Context: an optimization exercise on an open-source flow, tuned for small area. The choices shown serve that exercise and are no tape-out recipe.
The RTL was checked by simulation tests, not by an equivalence proof against the original design.
The clock port is modelled as an ideal driver; clocking choices that lean on that would not hold on a real chip.
Power figures rest on the tool's default switching activity, not on a simulated workload.

--- flow/flow/area1.abc ---
strash
&get -n
&deepsyn -J 200 -S 1
&put
dch -f
amap
topo
--- flow/flow/run.sh ---
#!/bin/bash
# Layout flow: the standard flow with three changes.
# - synthesis: the standard script, but ABC maps the logic for area with
#   several scripts (flow/area*.abc) and the smallest result is kept, and
#   Yosys's adder cells are not used (flow/synth.tcl);
# - the port buffers are the smallest buffer, buf_1;
# - the clock tree is built from clkbuf_4 without dummy loads, and
#   flow/cts_post.tcl upsizes the clock buffers whose load slew is high.
# Each make step's full log is in orfs/logs/; make's output is in synth.log
# and layout.log.
set -euo pipefail
W=$(pwd)
export MY_ABC_SCRIPTS="$(ls $W/flow/area*.abc | tr '\n' ' ')"
export BUFFER_PORTS_ARGS="-buffer_cell sky130_fd_sc_hd__buf_1"
export CTS_ARGS="-sink_clustering_enable -repair_clock_nets -dont_use_dummy_load -buf_list sky130_fd_sc_hd__clkbuf_4"
export POST_CTS_TCL=$W/flow/cts_post.tcl
sed "s#$W/synth_recipe.tcl#$W/flow/synth.tcl#" standard.sh > my_standard.sh
grep -q "$W/flow/synth.tcl" my_standard.sh
bash my_standard.sh synth > synth.log 2>&1
bash my_standard.sh > layout.log 2>&1
--- flow/flow/area8.abc ---
strash
&get -n
&deepsyn -J 200 -S 8
&put
dch -f
amap
topo
--- flow/flow/area10.abc ---
strash
&get -n
&deepsyn -J 200 -S 10
&put
dch -f
amap
topo
--- flow/flow/area9.abc ---
strash
&get -n
&deepsyn -J 200 -S 9
&put
dch -f
amap
topo
--- flow/flow/cts_post.tcl ---
set my_target 0.112
for {set it 0} {$it < 12} {incr it} {
  estimate_parasitics -placement
  set worst ""
  set wslew $my_target
  foreach inst [get_cells *] {
    set m [get_property $inst ref_name]
    if { $m ne "sky130_fd_sc_hd__clkbuf_4" } { continue }
    set out [get_pins -of_objects $inst -filter "direction == output"]
    foreach p [get_pins -of_objects [get_nets -of_objects $out] -filter "direction == input"] {
      set s [get_property $p slew_max]
      if { $s > $wslew } {
        set wslew $s
        set worst $inst
      }
    }
  }
  if { $worst eq "" } { break }
  puts "cts_post: [get_property $worst full_name] load slew $wslew: clkbuf_8"
  replace_cell $worst sky130_fd_sc_hd__clkbuf_8
}
detailed_placement
check_placement -verbose
estimate_parasitics -placement
--- flow/flow/area3.abc ---
strash
&get -n
&deepsyn -J 200 -S 3
&put
dch -f
amap
topo
--- flow/flow/area6.abc ---
strash
&get -n
&deepsyn -J 200 -S 6
&put
dch -f
amap
topo
--- flow/flow/area4.abc ---
strash
&get -n
&deepsyn -J 200 -S 4
&put
dch -f
amap
topo
--- flow/flow/area2.abc ---
strash
&get -n
&deepsyn -J 200 -S 2
&put
dch -f
amap
topo
--- flow/flow/synth.tcl ---
# synth_recipe.tcl with one change: ABC maps the combinational logic with
# each of the flow's area scripts (MY_ABC_SCRIPTS) in turn and the smallest
# result is kept. Registers are mapped before ABC, so they are unchanged.
proc synth {args} { yosys synth -nofsm -noshare {*}$args }
proc my_area {} {
  set s [tee -q -s result.string stat {*}$::lib_args]
  if { [regexp {Chip area for module[^:]*:\s*([0-9.]+)} $s -> a] } { return $a }
  return 1e18
}
proc my_abc {args} {
  set i [lsearch -exact $args -script]
  design -save my_pre_abc
  set best 1e18
  foreach scr $::env(MY_ABC_SCRIPTS) {
    design -load my_pre_abc
    if { [catch { yosys abc {*}[lreplace $args [expr {$i + 1}] [expr {$i + 1}] $scr] } err] } {
      puts "MY_ABC $scr failed: $err"
      continue
    }
    set a [my_area]
    puts "MY_ABC $scr area $a"
    if { $a < $best } {
      set best $a
      design -save my_best_abc
    }
  }
  design -load my_best_abc
  puts "MY_ABC best area $best"
}
# the preamble sets abc_args after importing Yosys's commands: replace abc then
proc my_hook {name1 name2 op} {
  if { [info commands abc] ne "" && [info commands my_orig_abc] eq "" } {
    rename abc my_orig_abc
    proc abc {args} { my_abc {*}$args }
  }
}
trace add variable ::abc_args write my_hook
# no adder cells: Yosys maps arithmetic to plain gates for ABC
set ::env(ADDER_MAP_FILE) ""
source $::env(SCRIPTS_DIR)/synth.tcl
# left out here: clear keep_hierarchy, flatten, clean up, hide names made inside functions, write 1_2_yosys.v
--- flow/config.mk ---
export PLATFORM = sky130hd
export DESIGN_NAME = at21_ctrl
export DESIGN_NICKNAME = at21_ctrl
export VERILOG_FILES = /design/flow/design.v
export SDC_FILE = /design/flow/constraint.sdc
export NUM_CORES = 4
export LEC_CHECK = 0
export CAP_MARGIN = 0
export CORE_MARGIN = 2
export CORE_UTILIZATION = 40
export SLEW_MARGIN = 0
--- flow/flow/area7.abc ---
strash
&get -n
&deepsyn -J 200 -S 7
&put
dch -f
amap
topo
--- flow/standard.sh ---
#!/bin/bash
# synth_recipe.tcl (not shown) runs the flow's synth.tcl, then flattens the netlist and writes it again
# the make line also repeats each setting of config.mk as NAME=value (left out here)
make -C /OpenROAD-flow-scripts/flow DESIGN_CONFIG=/design/flow/config.mk WORK_HOME=/design/flow/orfs CLKGATE_MAP_FILE= SYNTH_SCRIPT=/design/flow/synth_recipe.tcl "${@:-finish}"
--- flow/flow/area5.abc ---
strash
&get -n
&deepsyn -J 200 -S 5
&put
dch -f
amap
topo
--- flow/design.v ---
module at21_ctrl
(
   clkin,
   reset,
   write,
   shift_bytes,
   datain,
   addr,
   read,
   read_sn,
   busy,
   data_valid,
   dataout,
   sdo,
   sdo_en,
   sdi
);
   input          clkin;
   input          reset;
   input          write;
   input          shift_bytes;
   input  [7:0]   datain;
   input  [6:0]   addr;
   input          read;
   input          read_sn;
   output         busy;
   output         data_valid;
   output [7:0]   dataout;
   output         sdo;
   output         sdo_en;
   input          sdi;
   localparam C_RESET = 3'd0;
   localparam C_START = 3'd1;
   localparam C_STOP  = 3'd2;
   localparam C_DEV   = 3'd4;    
   localparam C_MEM   = 3'd5;    
   localparam C_DIN   = 3'd6;    
   localparam C_DOUT  = 3'd7;    
   localparam A_IDLE  = 2'd0;    
   localparam A_LOAD  = 2'd1;    
   localparam A_S0    = 2'd2;    
   localparam A_S1    = 2'd3;    
   reg  [4:0] div;
   wire       en = div[4] & ~div[1] & ~div[0];
   always @(posedge clkin) begin
      if (reset | en)
         div <= 5'd0;
      else
         div <= {div[3:0], ~(div[4] ^ div[1])};
   end
   reg  [2:0] cls;
   reg  [2:0] aux;
   reg  [7:0] t;       
   reg        sn;      
   reg  [7:0] sb;      
   reg  [63:0] pbuf;   
   reg        busy;
   wire [3:0] tu = t[3:0];
   wire       c_reset = (cls == C_RESET);
   wire       c_start = (cls == C_START);
   wire       c_stop  = (cls == C_STOP);
   wire       c_bit   = cls[2];
   wire       c_dev   = (cls == C_DEV);
   wire       c_mem   = (cls == C_MEM);
   wire       c_din   = (cls == C_DIN);
   wire       c_dout  = (cls == C_DOUT);
   wire       s_wait  = ~aux[1];             
   wire       req     = c_start & (write | read | read_sn);
   reg term;
   always @* begin
      case (cls)
         C_RESET: term = &t[6:0];                         
         C_START: term = s_wait | (t[7] & t[4] & t[2] & t[0]);  
         C_STOP:  term = t[0];                            
         default: term = t[7] & (&tu);                    
      endcase
   end
   reg [2:0] cls_n;
   reg [2:0] aux_n;
   always @* begin
      cls_n = cls;
      aux_n = aux;
      case (cls)
         C_RESET: cls_n = C_START;   
         C_START: begin
            case (aux[1:0])
               A_IDLE: ;
               A_LOAD: aux_n[1:0] = A_S0;
               A_S0:   begin cls_n = C_DEV; aux_n[1:0] = 2'b00; end
               A_S1:   begin cls_n = C_DEV; aux_n[1:0] = 2'b01; end
            endcase
         end
         C_STOP: cls_n = C_START;    
         C_DEV: begin
            if (aux[1])
               begin cls_n = C_START; aux_n[1:0] = A_S0; end
            else if (aux[0])
               begin cls_n = C_DIN; aux_n = 3'd0; end
            else
               cls_n = C_MEM;
         end
         C_MEM: begin
            if (aux[2])
               begin cls_n = C_DOUT; aux_n = 3'd0; end
            else
               begin cls_n = C_START; aux_n[1:0] = A_S1; end
         end
         default: begin  
            if (&aux)
               cls_n = C_STOP;
            aux_n = aux + 3'd1;
         end
      endcase
   end
   always @(posedge clkin) begin
      if (reset | (en & term))
         t <= 8'd0;
      else
         t <= t + {7'd0, en};
   end
   always @(posedge clkin) begin
      if (reset) begin
         cls <= C_RESET;
         aux <= 3'd0;
         busy <= 1'b0;
      end
      else begin
         if (en) begin
            if (term) begin
               cls <= cls_n;
               aux <= aux_n;
            end
            if (c_reset && t[6:0] == 7'd108)
               busy <= sdi;
            if (c_start)
               busy <= aux[1];
         end
         if (req) begin
            aux[2] <= write;
            if (!(en && term && aux[1]))
               aux[1:0] <= A_LOAD;
            else
               aux[1:0] <= {1'b1, aux[0]};
         end
      end
   end
   always @(posedge clkin) begin
      if (req)
         sn <= ~(write | read);
   end
   wire dload = c_dout & en & (t == 8'd0);
   always @(posedge clkin) begin
      if (req)
         sb <= {1'b0, addr};
      else if (dload)
         sb <= pbuf[63:56];
      else if (en && ((c_din && tu == 4'd2) || ((c_mem || c_dout) && tu == 4'd15)))
         sb <= {sb[6:0], sdi};
   end
   assign data_valid = c_din & t[7] & ~(|tu) & ~(|div[2:0]);
   always @(posedge clkin) begin
      if (shift_bytes | dload | c_reset)
         pbuf <= {pbuf[55:0], (dload | c_reset) ? 8'h00 : datain};
   end
   assign dataout = sb;
   assign sdo = 1'b0;
   reg pat;
   always @* begin
      case (t[6:4])
         3'd0: pat = 1'b1;
         3'd2: pat = 1'b1;
         3'd3: pat = sn;
         3'd7: pat = aux[0];
         default: pat = 1'b0;
      endcase
   end
   wire b = t[7] ? (~c_din | (&aux)) : (c_din | (c_dev ? pat : (sb[7] & ~sn)));
   wire drv_bit = ~tu[3] & ((~tu[2] & ~tu[1]) | ~b);
   wire drv_rst = ~(t[6] & t[5]) | (t[6:1] == 6'b110100);
   assign sdo_en = ~reset & (c_bit ? drv_bit : (c_reset & drv_rst));
endmodule
--- flow/constraint.sdc ---
create_clock -name core_clock -period 10.0 [get_ports {clkin}]
set_input_delay 2.0000 -clock core_clock [delete_from_list [all_inputs] [get_ports {clkin}]]
set_output_delay 2.0000 -clock core_clock [all_outputs]
set_load 0.01 [all_outputs]
==> results of run 1 <==
[sequential cells by signal, summed over array words and instances (netlist names)]
name and cells:
aux 3, div 5, pbuf 64, t 8, sn 1, cls 3, busy 1, sb 8
[area by class of cell]
class | count | area share [%]
Sequential cell | 93 | 68.3
Multi-Input combinational cell | 128 | 18.4
Timing Repair Buffer | 35 | 3.77
Tap cell | 105 | 3.48
Inverter | 32 | 3.18
Clock buffer | 9 | 2.78
[worst max-delay path by stage]
stage | end | depth (start not counted)
final | sdo_en | 3
after global routing | sdo_en | 3
after detailed placement | sdo_en | 3
after global placement | sdo_en | 3
after floorplan | pbuf[0] | 1
[logic make-up after synthesis]
family	after synthesis	synth area share, %
DFF	93	75.8
AOI/OAI and AO/OA	43	9.11
other	1	0.110
and+or+nand+nor	84	11.2
buffers and inverters	33	3.75
[cells in the final DEF (no fill, tap or decap), drive strengths merged, types with 6 or more instances in the layout]
| cell | instances |
|---|---|
| edfxtp | 72 |
| nor2 | 40 |
| buf | 35 |
| clkinv | 32 |
| dfxtp | 21 |
| nand2 | 13 |
| clkbuf | 9 |
| nor2b | 8 |
| a222oi | 7 |
| a211oi | 7 |
| a21oi | 6 |
| o21ai | 6 |
[worst max-delay path, stage by stage]
cell	delay, ns
buf_1	0.33
nor2_1	0.09
buf_1	0.14
[layer usage]
layer | wire (um) | track usage (%)
met5 | 0 | 0
met4 | 93 | 7.75
met1 | 2770 | 17.7
met2 | 2340 | 17.9
met3 | 329 | 3.45
[power by group]
group          leakage (nW)  internal [W]   total [W]  switching (W)
sequential             1.03      0.000411    0.000412    0.000000675
combinational         0.281    0.00000413  0.00000941     0.00000528
clock                0.0569     0.0000682    0.000176       0.000107
total                  1.37      0.000484    0.000597       0.000113
[per-stage QoR]
step / power [W] / worst slack [ns] / hold slack, ns / instances / util [%]
after detailed placement: 0.000430 / 5.42 / 0.405 / 393 / 44.7
after floorplan: 0.000426 / 5.26 / 0.400 / 254 / -
final: 0.000597 / 5.43 / 0.413 / 402 / 46.0
after global routing: 0.000620 / 5.33 / 0.429 / 402 / 46.0
after global placement: 0.000430 / 5.44 / 0.400 / 393 / 44.7
==> key figures, run 1 <==
Logic synthesis
  – Asr flop ratio synth: 0%
  – Post-synth EDFFs: 72
  – Post-synthesis instance total: 254
  – Mapped Nets: 276
  – Main flop type after synthesis: edfxtp_1
  – Top-count cell post-synth: edfxtp_1
  – Synth cell count leaders: edfxtp_1, nor2_1, clkinv_1
  – FF+latch count, synth: 93
  – Top cell type's share of synthesized area: 63.5%
  – Ranking of synthesized cells by area: edfxtp_1, dfxtp_1, nor2_1
  – Register area share after synthesis: 75.8%
  – Dominant cell type by area after synthesis: edfxtp_1
  – Post-Synthesis Cell Area: 0.00341 sq mm
  – Synth warn: 1
  – Cell variety after synth: 30
  – Synthesized area per cell: 13.4 sq um

Final layout
  – Finished Cell Area: 0.00378 sq mm
  – N_diodes: 0
  – Multi-input logic area: 697 sq um
  – Storage element area: 0.00258 sq mm
  – Area Overhead vs Synth: 10.9%
  – Fillers: 732
  – Nets: 321
  – Layout cells sized above 1: 4.38%

Timing
  – Headroom to the max-slew limit: 50.1%
  – # setup viols final: 0
  – Final min period: 4.57 ns
  – Final hold vios: 0
  – TNS Setup: 0 ns
  – Fmax: 219 MHz
  – Slew of the pin with the lowest slew margin: 0.748 ns
  – Clk_skew: 0.0195 ns
  – RSZ-0062 raised after global routing: false
  – Final Max Tran Viols: 0
  – Final Cycle Share: 45.7%

Floorplan
  – Total core area: 0.00822 sq mm
  – Io pins: 34
  – Chip Height: 96.3 um
  – Die width: 96.3 um
  – Initial Util: 41.5%
  – Core Rows: 33
  – Die footprint: 0.00927 sq mm

Detailed routing
  – Via density: 5.07
  – Via count: 2037
  – Routed wire length per instance: 13.8 um
  – Routed Antenna Nets: 0
  – DRC: 0
  – Initial drt markers: 137
  – Total iterations of the first detailed-routing run: 4
  – Post-Route WL: 5530 um

Run
  – Max_cap viols: 0

Worst setup path
  – CP required: 8.00 ns
  – FF-to-FF End: pbuf[22]
  – Crit Path Class: input pin to output pin
  – R2R setup slack: 6.94 ns
  – Crit Path Max Fanout: 10
  – Worst EP arrival: 2.57 ns
  – Crit. Startpoint: reset
  – R2R Path Start: cls[0]
  – R2R cell count: 7
  – Crit end category: output pin
  – Startpoint Class: input pin

Global route
  – Gr usage total: 12.8%
  – Vias in the first global route: 1838
  – Gr ovfl total: 0
  – First-pass GRT wire length: 8570 um
  – Initial antenna violation count: 0
  – Largest net degree at the start of global routing: 65

Pwr
  – Maximum vdd drop: 0.0782 mV
  – Cell Pwr Density: 158 mW/mm^2
  – Static Leakage: 1.37 nW

Min path
  – Worst Hold Depth: 0
  – Tightest Hold Check Type: register to register
  – Endpoint, Worst Hold: pbuf[32]
  – HP Start: pbuf[24]

Placement
  – IO Port Bufs: 32
  – GP Congestion: 0.900
  – Detailed placement HPWL: 3680 um
  – Placed cell area: 0.00367 sq mm

Clock network
  – CTS tree: yes
  – Clk sinks: 93
  – Clock latency on the worst-skew pair: 0.35 ns
  – Worst-path clk slew: 0.09 ns

Outcome
  – Outcome: finished clean
==> run 2, diff against run 1 <==
==> flow/flow/area11.abc (new file) <==
strash
&get -n
&deepsyn -J 200 -S 11
&put
dch -f
amap
topo
==> flow/flow/area12.abc (new file) <==
strash
&get -n
&deepsyn -J 200 -S 12
&put
dch -f
amap
topo
==> flow/flow/area13.abc (new file) <==
strash
&get -n
&deepsyn -J 200 -S 13
&put
dch -f
amap
topo
==> flow/flow/area14.abc (new file) <==
strash
&get -n
&deepsyn -J 200 -S 14
&put
dch -f
amap
topo
==> flow/flow/area15.abc (new file) <==
strash
&get -n
&deepsyn -J 200 -S 15
&put
dch -f
amap
topo
==> flow/flow/area16.abc (new file) <==
strash
&get -n
&deepsyn -J 200 -S 16
&put
dch -f
amap
topo
==> flow/flow/area17.abc (new file) <==
strash
&get -n
&deepsyn -J 200 -S 17
&put
dch -f
amap
topo
==> flow/flow/area18.abc (new file) <==
strash
&get -n
&deepsyn -J 200 -S 18
&put
dch -f
amap
topo
==> flow/flow/area19.abc (new file) <==
strash
&get -n
&deepsyn -J 200 -S 19
&put
dch -f
amap
topo
==> flow/flow/area20.abc (new file) <==
strash
&get -n
&deepsyn -J 200 -S 20
&put
dch -f
amap
topo
--- a/flow/config.mk
+++ b/flow/config.mk
@@ -5,7 +5,7 @@
 export SDC_FILE = /design/flow/constraint.sdc
 export NUM_CORES = 4
 export LEC_CHECK = 0
-export CAP_MARGIN = 0
+export CAP_MARGIN = 20
 export CORE_MARGIN = 2
 export CORE_UTILIZATION = 40
-export SLEW_MARGIN = 0
+export SLEW_MARGIN = 20
==> run 2 against run 1 <==
  * First-iteration DRC count down 24%
  * Utilization down 0.24 points
  * Synthesized cell count unchanged
  * Die area down 0.38%
  * Via count up 1.2%
  * Power down 1.6%
  * Largest power group unchanged
  * Register-to-register slack worse by 0.18 ns
  * Area after synthesis down 0.40%
  * Hold slack worse by 0.0089 ns
  * Cell area down 0.53%
==> key figures, run 2 <==
Timing
  – TNS Setup: 0 ns
  – Final Max Tran Viols: 0
  – Final hold vios: 0
  – Headroom to the max-slew limit: 48.5%
  – RSZ-0062 raised after global routing: false
  – Final min period: 4.66 ns
  – Hold slack: 0.404 ns
  – Final Cycle Share: 46.6%
  – Clk_skew: 0.0259 ns
  – Fmax: 215 MHz
  – Slew of the pin with the lowest slew margin: 0.772 ns
  – # setup viols final: 0

Floorplan
  – Total core area: 0.00822 sq mm
  – Die width: 96.1 um
  – Initial Util: 41.3%
  – Chip Height: 96.1 um
  – Die footprint: 0.00924 sq mm
  – Core Rows: 33
  – Io pins: 34

Worst setup path
  – Crit Path Max Fanout: 13
  – R2R cell count: 9
  – Startpoint Class: input pin
  – Crit Path Class: input pin to output pin
  – Worst-path cell chain: buf_1 > nor2_1 > buf_1
  – R2R Path Start: cls[1]
  – Largest stage delay on the critical path: 0.40 ns
  – Cell family with most CP delay: buffers and inverters
  – FF-to-FF End: pbuf[39]
  – Crit end category: output pin
  – Worst path buffer plus inverter count: 2
  – Critical Path Most Common Cell: buf_1
  – CP required: 8.00 ns
  – Critical-path top delay cell: buf_1
  – R2R setup slack: 6.76 ns
  – Worst EP arrival: 2.66 ns

Logic synthesis
  – Main flop type after synthesis: edfxtp_1
  – Top-count cell post-synth: edfxtp_1
  – FF+latch count, synth: 93
  – Synth cell count leaders: edfxtp_1, nor2_1, clkinv_1
  – Cell variety after synth: 31
  – Post-synthesis instance total: 254
  – Top cell type's share of synthesized area: 63.7%
  – Synth warn: 1
  – Post-synth EDFFs: 72
  – Dominant cell type by area after synthesis: edfxtp_1
  – Register area share after synthesis: 76.1%
  – Synthesized area per cell: 13.4 sq um
  – Asr flop ratio synth: 0%
  – Post-Synthesis Cell Area: 0.00339 sq mm
  – Mapped Nets: 276
  – Ranking of synthesized cells by area: edfxtp_1, dfxtp_1, nor2_1

Global route
  – Largest net degree at the start of global routing: 65
  – Gr usage total: 13.3%
  – Gr ovfl total: 0
  – Vias in the first global route: 1896
  – First-pass GRT wire length: 9110 um
  – Initial antenna violation count: 0

Final layout
  – Layout cells sized above 1: 4.38%
  – Commonest cells after routing, fill and taps aside: edfxtp_1, nor2_1, buf_1
  – Top flop regs: pbuf: 64 flops, sb: 8 flops, t: 8 flops
  – Nets: 321
  – Max FFs per register: 64
  – Fin util: 45.7%
  – Finished Cell Area: 0.00376 sq mm
  – Reg with most FFs: pbuf
  – Area Overhead vs Synth: 10.8%
  – Final Instance Count excl. Fillers: 402
  – Commonest non-fill, non-tap cell in the layout: edfxtp_1
  – N_diodes: 0

Detailed routing
  – Initial drt markers: 104
  – Post-Route WL: 5660 um
  – Via density: 5.13
  – Routed wire length per instance: 14.1 um
  – Routed Antenna Nets: 0
  – Total iterations of the first detailed-routing run: 4
  – Via count: 2061
  – DRC: 0

Min path
  – Worst Hold Depth: 0
  – HP Start: pbuf[39]
  – Tightest Hold Check Type: register to register
  – Endpoint, Worst Hold: pbuf[47]

Placement
  – GP Congestion: 0.858
  – IO Port Bufs: 32
  – Cells after DPL: 393
  – Detailed placement HPWL: 3890 um
  – Placed cell area: 0.00366 sq mm

Pwr
  – Cell Pwr Density: 156 mW/mm^2
  – Static Leakage: 1.37 nW
  – Maximum vdd drop: 0.0728 mV

Clock network
  – Clk sinks: 93
  – Clock latency on the worst-skew pair: 0.34 ns
  – CTS tree: yes
  – Worst-path clk slew: 0.10 ns

Run
  – Max_cap viols: 0

Outcome
  – Outcome: finished clean
run 2: cell types whose count changed after synthesis, sizes merged, moves of 3 or more:
cell,delta
a222oi,-7
o22ai,+5
nand2,-9
clkinv,-8
o21ai,+3
nor3,+3
nor2,+12
run 2: worst max-delay path by stage:
stage	startpoint	end	depth (start not counted)
floorplan	shift_bytes	pbuf[0]	1
global placement	reset	sdo_en	3
detailed placement	reset	sdo_en	3
global route	reset	sdo_en	3
finish	reset	sdo_en	3
run 2: power breakdown:
| part | switching (W) | internal, W |
|---|---|---|
| Sequential | 0.00000119 | 0.000411 |
| Clock | 0.000102 | 0.0000640 |
| Combinational | 0.00000464 | 0.00000378 |
| Total | 0.000108 | 0.000479 |
run 2: final cells by class:
| class | instances | area [sq um] |
|---|---|---|
| inverter | 24 | 90.1 |
| fill | 768 | 4460 |
| sequential | 93 | 2580 |
| multi-input combinational | 136 | 713 |
| tap | 105 | 131 |
| clock buffer | 9 | 98.8 |
| timing repair buffer | 35 | 143 |
run 2: layer usage:
metal  track usage (%)  vias up  wire length (um)
met5                 0        -                 0
met3              3.05        6               330
met4              7.38        0                87
met1              19.1      978              2730
li1                  -     1030                 -
met2              18.5       47              2510
run 2: cells by family after synthesis:
group,synth area share [%]
flops,76.1
simple gates,12.3
compound gates,8.63
buf+inv,2.88
other cells,0.111
run 2: stage by stage:
| step | total power [W] | setup slack [ns] |
|---|---|---|
| floorplan | 0.000425 | 5.26 |
| global placement | 0.000430 | 5.39 |
| detailed placement | 0.000430 | 5.34 |
| global route | 0.000614 | 5.27 |
| finish | 0.000588 | 5.34 |
==> run 3, diff against run 2 <==
--- a/flow/flow/run.sh
+++ b/flow/flow/run.sh
@@ -1,7 +1,8 @@
 #!/bin/bash
 # Layout flow: the standard flow with three changes.
 # - synthesis: the standard script, but ABC maps the logic for area with
-#   several scripts (flow/area*.abc) and the smallest result is kept, and
+#   several scripts (flow/area*.abc: one ABC area flow with different
+#   random seeds) and the smallest result is kept, and
 #   Yosys's adder cells are not used (flow/synth.tcl);
 # - the port buffers are the smallest buffer, buf_1;
 # - the clock tree is built from clkbuf_4 without dummy loads, and
==> run 3 against run 2 <==
  * Power stayed put
  * Count of clock-buffer cells in the layout unchanged
  * First-iteration DRC count is the same
  * Utilization did not move
  * Combinational power about the same
  * Sequential cell count did not move
  * Sequential power hardly changed
  * Via count did not move
  * Setup slack unchanged
  * Largest cell class unchanged
==> key figures, run 3 <==
Outcome
  – Outcome: finished clean

Min path
  – Endpoint, Worst Hold: pbuf[47]
  – Tightest Hold Check Type: register to register
  – Worst Hold Depth: 0
  – HP Start: pbuf[39]

Final layout
  – Max FFs per register: 64
  – Fin util: 45.7%
  – Commonest cells after routing, fill and taps aside: edfxtp_1, nor2_1, buf_1
  – Nets: 321
  – Top flop regs: pbuf: 64 flops, sb: 8 flops, t: 8 flops
  – N_diodes: 0
  – Area Overhead vs Synth: 10.8%
  – Fillers: 768
  – Commonest non-fill, non-tap cell in the layout: edfxtp_1
  – Reg with most FFs: pbuf
  – Layout cells sized above 1: 4.38%

Worst setup path
  – Worst EP arrival: 2.66 ns
  – Crit Path Class: input pin to output pin
  – R2R cell count: 9
  – R2R setup slack: 6.76 ns
  – R2R Path Start: cls[1]
  – Crit end category: output pin
  – FF-to-FF End: pbuf[39]
  – Startpoint Class: input pin
  – CP required: 8.00 ns
  – Crit Path Max Fanout: 13

Timing
  – Slew of the pin with the lowest slew margin: 0.772 ns
  – Final min period: 4.66 ns
  – Fmax: 215 MHz
  – Final hold vios: 0
  – Headroom to the max-slew limit: 48.5%
  – Clk_skew: 0.0259 ns
  – Final Cycle Share: 46.6%
  – Hold slack: 0.404 ns
  – # setup viols final: 0
  – Final worst slack: 5.34 ns
  – TNS Setup: 0 ns
  – Final Max Tran Viols: 0
  – RSZ-0062 raised after global routing: false

Clock network
  – Worst-path clk slew: 0.10 ns
  – Clock latency on the worst-skew pair: 0.34 ns
  – Clk sinks: 93
  – CTS tree: yes

Detailed routing
  – Post-Route WL: 5660 um
  – DRC: 0
  – Total iterations of the first detailed-routing run: 4
  – Initial drt markers: 104
  – Via density: 5.13
  – Routed Antenna Nets: 0
  – Via count: 2061
  – Routed wire length per instance: 14.1 um

Floorplan
  – Core Rows: 33
  – Total core area: 0.00822 sq mm
  – Initial Util: 41.3%
  – Chip Height: 96.1 um
  – Die footprint: 0.00924 sq mm
  – Io pins: 34
  – Die width: 96.1 um

Pwr
  – Static Leakage: 1.37 nW
  – Cell Pwr Density: 156 mW/mm^2
  – Maximum vdd drop: 0.0728 mV
  – Total power: 0.000588 W

Global route
  – Gr ovfl total: 0
  – Initial antenna violation count: 0
  – Vias in the first global route: 1896
  – Largest net degree at the start of global routing: 65
  – First-pass GRT wire length: 9110 um
  – Gr usage total: 13.3%

Logic synthesis
  – Adder-cell share of the synthesized area: 0%
  – Cell variety after synth: 31
  – Simple-gate share of the synthesized area: 12.3%
  – Synthesized area per cell: 13.4 sq um
  – Xor-xnor portion of the synthesized cell area: 0%
  – Top cell type's share of synthesized area: 63.7%
  – FF+latch count, synth: 93
  – Post-synthesis mux area share: 0%
  – Post-synthesis instance total: 254
  – Main flop type after synthesis: edfxtp_1
  – Synth warn: 1
  – Mapped Nets: 276
  – Largest family of logic cells by synthesized area: simple AND/OR/NAND/NOR gates
  – Synth Area in Compound Gates: 8.63%
  – Post-synth EDFFs: 72
  – Dominant cell type by area after synthesis: edfxtp_1
  – Top-count cell post-synth: edfxtp_1
  – Synth cell count leaders: edfxtp_1, nor2_1, clkinv_1
  – Post-Synthesis Cell Area: 0.00339 sq mm
  – Ranking of synthesized cells by area: edfxtp_1, dfxtp_1, nor2_1
  – Asr flop ratio synth: 0%
  – Register area share after synthesis: 76.1%

Placement
  – DP Worst Slack: 5.34 ns
  – IO Port Bufs: 32
  – Detailed placement HPWL: 3890 um
  – GP Congestion: 0.858

Run
  – Max_cap viols: 0
## run 3: cell counts in the layout (fill, tap and decap cells not counted)
No cell type changed its count.
## run 3: cell type report
class	count	area [sq um]	area share, %
well taps	105	131	3.50
inverters	24	90.1	2.40
flip-flops and latches	93	2580	68.7
repair buffers	35	143	3.79
multi-input cells	136	713	19.0
clock buffers	9	98.8	2.63
## run 3: worst max path at each step
| stage | slack (ns) | end | startpoint | cells past startpoint |
|---|---|---|---|---|
| after floorplan | 5.26 | pbuf[0] | shift_bytes | 1 |
| after global placement | 5.39 | sdo_en | reset | 3 |
| after detailed placement | 5.34 | sdo_en | reset | 3 |
| after global routing | 5.27 | sdo_en | reset | 3 |
| final | 5.34 | sdo_en | reset | 3 |
## run 3: kinds of logic (layout without fill, tap and decap cells)
kind of cell | Yosys count | in the layout
buffers and inverters | 25 | 68
flip-flops | 93 | 93
AO/OA/AOI/OAI | 44 | 44
other | 1 | 1
AND/OR/NAND/NOR | 91 | 91
## run 3: per-stage QoR
| stage | cell area [sq um] | cells |
|---|---|---|
| 2_1_floorplan | 3390 | 254 |
| 3_5_place_dp | 3660 | 393 |
| 6_report | 3760 | 402 |
| 5_1_grt | 3760 | 402 |
| 3_3_place_gp | 3660 | 393 |
## run 3: report_power, final
group / internal [W] / switching, W / leakage (nW)
Clock: 0.0000640 / 0.000102 / 0.0544
Sequential: 0.000411 / 0.00000119 / 1.03
Combinational: 0.00000378 / 0.00000464 / 0.281
## run 3: worst max-delay path, cell delays in order
cell and delay, ns:
buf_1 0.40, nor2_1 0.11, buf_1 0.15
## run 3: routing by layer
layer,part of all wire [%],vias to the layer above,global-route usage (%)
met5,0,-,0
met4,1.5,0,7.38
met3,5.8,6,3.05
met2,44,47,18.5
met1,48,978,19.1
li1,-,1030,-
==> run 4, diff against run 3 <==
--- a/flow/flow/run.sh
+++ b/flow/flow/run.sh
@@ -1,8 +1,8 @@
 #!/bin/bash
 # Layout flow: the standard flow with three changes.
 # - synthesis: the standard script, but ABC maps the logic for area with
-#   several scripts (flow/area*.abc: one ABC area flow with different
-#   random seeds) and the smallest result is kept, and
+#   several scripts (one ABC area flow with 30 different random
+#   seeds, written to abc/) and the smallest result is kept, and
 #   Yosys's adder cells are not used (flow/synth.tcl);
 # - the port buffers are the smallest buffer, buf_1;
 # - the clock tree is built from clkbuf_4 without dummy loads, and
@@ -11,7 +11,14 @@
 # and layout.log.
 set -euo pipefail
 W=$(pwd)
-export MY_ABC_SCRIPTS="$(ls $W/flow/area*.abc | tr '\n' ' ')"
+# ABC area flow, one script per random seed of &deepsyn
+mkdir -p $W/abc
+MY_ABC_SCRIPTS=""
+for S in $(seq 1 30); do
+  printf 'strash\n&get -n\n&deepsyn -J 200 -S %d\n&put\ndch -f\namap\ntopo\n' $S > $W/abc/area$S.abc
+  MY_ABC_SCRIPTS="$MY_ABC_SCRIPTS $W/abc/area$S.abc"
+done
+export MY_ABC_SCRIPTS
 export BUFFER_PORTS_ARGS="-buffer_cell sky130_fd_sc_hd__buf_1"
 export CTS_ARGS="-sink_clustering_enable -repair_clock_nets -dont_use_dummy_load -buf_list sky130_fd_sc_hd__clkbuf_4"
 export POST_CTS_TCL=$W/flow/cts_post.tcl
removed: flow/flow/area1.abc
removed: flow/flow/area10.abc
removed: flow/flow/area11.abc
removed: flow/flow/area12.abc
removed: flow/flow/area13.abc
removed: flow/flow/area14.abc
removed: flow/flow/area15.abc
removed: flow/flow/area16.abc
removed: flow/flow/area17.abc
removed: flow/flow/area18.abc
removed: flow/flow/area19.abc
removed: flow/flow/area2.abc
removed: flow/flow/area20.abc
removed: flow/flow/area3.abc
removed: flow/flow/area4.abc
removed: flow/flow/area5.abc
removed: flow/flow/area6.abc
removed: flow/flow/area7.abc
removed: flow/flow/area8.abc
removed: flow/flow/area9.abc
==> run 4 against run 3 <==
  * Sequential share of layout area unchanged
  * Synthesized cell count unchanged
  * Fmax unchanged
  * Hold slack unchanged
  * Critical path type unchanged
  * Largest power group unchanged
==> key figures, run 4 <==
Worst setup path
  – Crit end category: output pin
  – Critical-path top delay cell: buf_1
  – Worst path buffer plus inverter count: 2
  – Crit Path Max Fanout: 13
  – Worst-path cell chain: buf_1 > nor2_1 > buf_1
  – Worst EP arrival: 2.66 ns
  – Critical Path Most Common Cell: buf_1
  – Cell family with most CP delay: buffers and inverters
  – Largest stage delay on the critical path: 0.40 ns
  – R2R cell count: 9
  – Crit Path Class: input pin to output pin
  – CP required: 8.00 ns
  – R2R setup slack: 6.76 ns
  – Startpoint Class: input pin
  – FF-to-FF End: pbuf[39]
  – R2R Path Start: cls[1]

Timing
  – Hold slack: 0.404 ns
  – Final Cycle Share: 46.6%
  – Headroom to the max-slew limit: 48.5%
  – RSZ-0062 raised after global routing: false
  – Final min period: 4.66 ns
  – Slew of the pin with the lowest slew margin: 0.772 ns
  – Clk_skew: 0.0259 ns
  – Fmax: 215 MHz
  – TNS Setup: 0 ns
  – Final hold vios: 0
  – # setup viols final: 0
  – Final Max Tran Viols: 0
  – Final worst slack: 5.34 ns

Floorplan
  – Total core area: 0.00822 sq mm
  – Die width: 96.1 um
  – Io pins: 34
  – Core Rows: 33
  – Initial Util: 41.3%
  – Die footprint: 0.00924 sq mm
  – Chip Height: 96.1 um

Min path
  – Endpoint, Worst Hold: pbuf[47]
  – Worst Hold Depth: 0
  – HP Start: pbuf[39]
  – Tightest Hold Check Type: register to register

Detailed routing
  – DRC: 0
  – Post-Route WL: 5660 um
  – Via density: 5.13
  – Total iterations of the first detailed-routing run: 4
  – Routed Antenna Nets: 0
  – Routed wire length per instance: 14.1 um
  – Initial drt markers: 104
  – Via count: 2061

Pwr
  – Cell Pwr Density: 156 mW/mm^2
  – Maximum vdd drop: 0.0728 mV
  – Static Leakage: 1.37 nW
  – Total power: 0.000588 W

Final layout
  – Layout cells sized above 1: 4.38%
  – Commonest cells after routing, fill and taps aside: edfxtp_1, nor2_1, buf_1
  – Top flop regs: pbuf: 64 flops, sb: 8 flops, t: 8 flops
  – Fillers: 768
  – Nets: 321
  – N_diodes: 0
  – Reg with most FFs: pbuf
  – Fin util: 45.7%
  – Commonest non-fill, non-tap cell in the layout: edfxtp_1
  – Max FFs per register: 64
  – Area Overhead vs Synth: 10.8%

Logic synthesis
  – Cell variety after synth: 31
  – Asr flop ratio synth: 0%
  – Post-synthesis instance total: 254
  – Mapped Nets: 276
  – Top cell type's share of synthesized area: 63.7%
  – Post-Synthesis Cell Area: 0.00339 sq mm
  – Ranking of synthesized cells by area: edfxtp_1, dfxtp_1, nor2_1
  – Register area share after synthesis: 76.1%
  – Dominant cell type by area after synthesis: edfxtp_1
  – Main flop type after synthesis: edfxtp_1
  – Synth warn: 1
  – Post-synth EDFFs: 72
  – Top-count cell post-synth: edfxtp_1
  – FF+latch count, synth: 93
  – Synthesized area per cell: 13.4 sq um
  – Synth cell count leaders: edfxtp_1, nor2_1, clkinv_1

Global route
  – Vias in the first global route: 1896
  – Gr ovfl total: 0
  – Gr usage total: 13.3%
  – First-pass GRT wire length: 9110 um
  – Largest net degree at the start of global routing: 65
  – Initial antenna violation count: 0

Clock network
  – Worst-path clk slew: 0.10 ns
  – CTS tree: yes
  – Clock latency on the worst-skew pair: 0.34 ns
  – Clk sinks: 93

Placement
  – GP Congestion: 0.858
  – DP Worst Slack: 5.34 ns
  – Detailed placement HPWL: 3890 um
  – IO Port Bufs: 32

Outcome
  – Outcome: finished clean

Run
  – Max_cap viols: 0
run 4: cell counts in the layout (fill, tap and decap cells not counted):
Identical to the previous run, type by type.
run 4: routing by layer:
metal	wire [um]	track usage, %	vias to the layer above
li1	-	-	1030
met1	2730	19.1	978
met2	2510	18.5	47
met3	330	3.05	6
met4	87	7.38	0
met5	0	0	-
run 4: area by class of cell:
| type | instances | area, sq um | share of cell area (%) |
|---|---|---|---|
| Clock buffer | 9 | 98.8 | 2.63 |
| Inverter | 24 | 90.1 | 2.40 |
| Multi-Input combinational cell | 136 | 713 | 19.0 |
| Sequential cell | 93 | 2580 | 68.7 |
| Tap cell | 105 | 131 | 3.50 |
| Timing Repair Buffer | 35 | 143 | 3.79 |
run 4: how the worst max path moves through the flow:
stage                     cells after the start  slack (ns)        start      end
final                                         3        5.34        reset   sdo_en
after global routing                          3        5.27        reset   sdo_en
after detailed placement                      3        5.34        reset   sdo_en
after global placement                        3        5.39        reset   sdo_en
after floorplan                               1        5.26  shift_bytes  pbuf[0]
run 4: cells by family (layout without fill, tap and decap cells):
family | count (synthesis) | count (layout) | share of synthesized area [%]
buffers and inverters | 25 | 68 | 2.88
AND/OR/NAND/NOR | 91 | 91 | 12.3
other | 1 | 1 | 0.111
flip-flops | 93 | 93 | 76.1
AO/OA/AOI/OAI | 44 | 44 | 8.63
run 4: power by group:
group	switching [W]	total, W	internal (W)
combinational	0.00000464	0.00000842	0.00000378
sequential	0.00000119	0.000413	0.000411
clock	0.000102	0.000166	0.0000640
total	0.000108	0.000588	0.000479
run 4: metrics by stage:
step / std cells / instance area [sq um]
5_1_grt: 402 / 3760
2_1_floorplan: 254 / 3390
3_3_place_gp: 393 / 3660
3_5_place_dp: 393 / 3660
6_report: 402 / 3760

separate check: timing with driven ports:
Ports are ideal in the flow. The routed layouts listed here were re-timed in OpenROAD.
Step 1, drivers: a clkbuf_16 drives clkin and a buf_2 each remaining input, both assumed.
Step 2 moves the port delays by t, midway between the first and last clock arrival at a register: inputs arrive t later, outputs are due t later. That takes back most of the time a late clock gives input paths.
a / b / c = no drivers / after step 1 / after step 2; a / b = the first two.
run	t, ns	setup WS [ns]	hold WS [ns]	worst setup path after step 2	latest minus earliest clock arrival (ns)
run 1	0.368	5.432 / 5.409 / 5.409	0.413 / 0.413 / 0.413	input to output	0.020 / 0.020
run 2	0.360	5.343 / 5.320 / 5.320	0.404 / 0.404 / 0.404	input to output	0.027 / 0.027
run 3	0.360	5.343 / 5.320 / 5.320	0.404 / 0.404 / 0.404	input to output	0.027 / 0.027
run 4	0.360	5.343 / 5.320 / 5.320	0.404 / 0.404 / 0.404	input to output	0.027 / 0.027
After both steps every run listed still meets setup and hold.
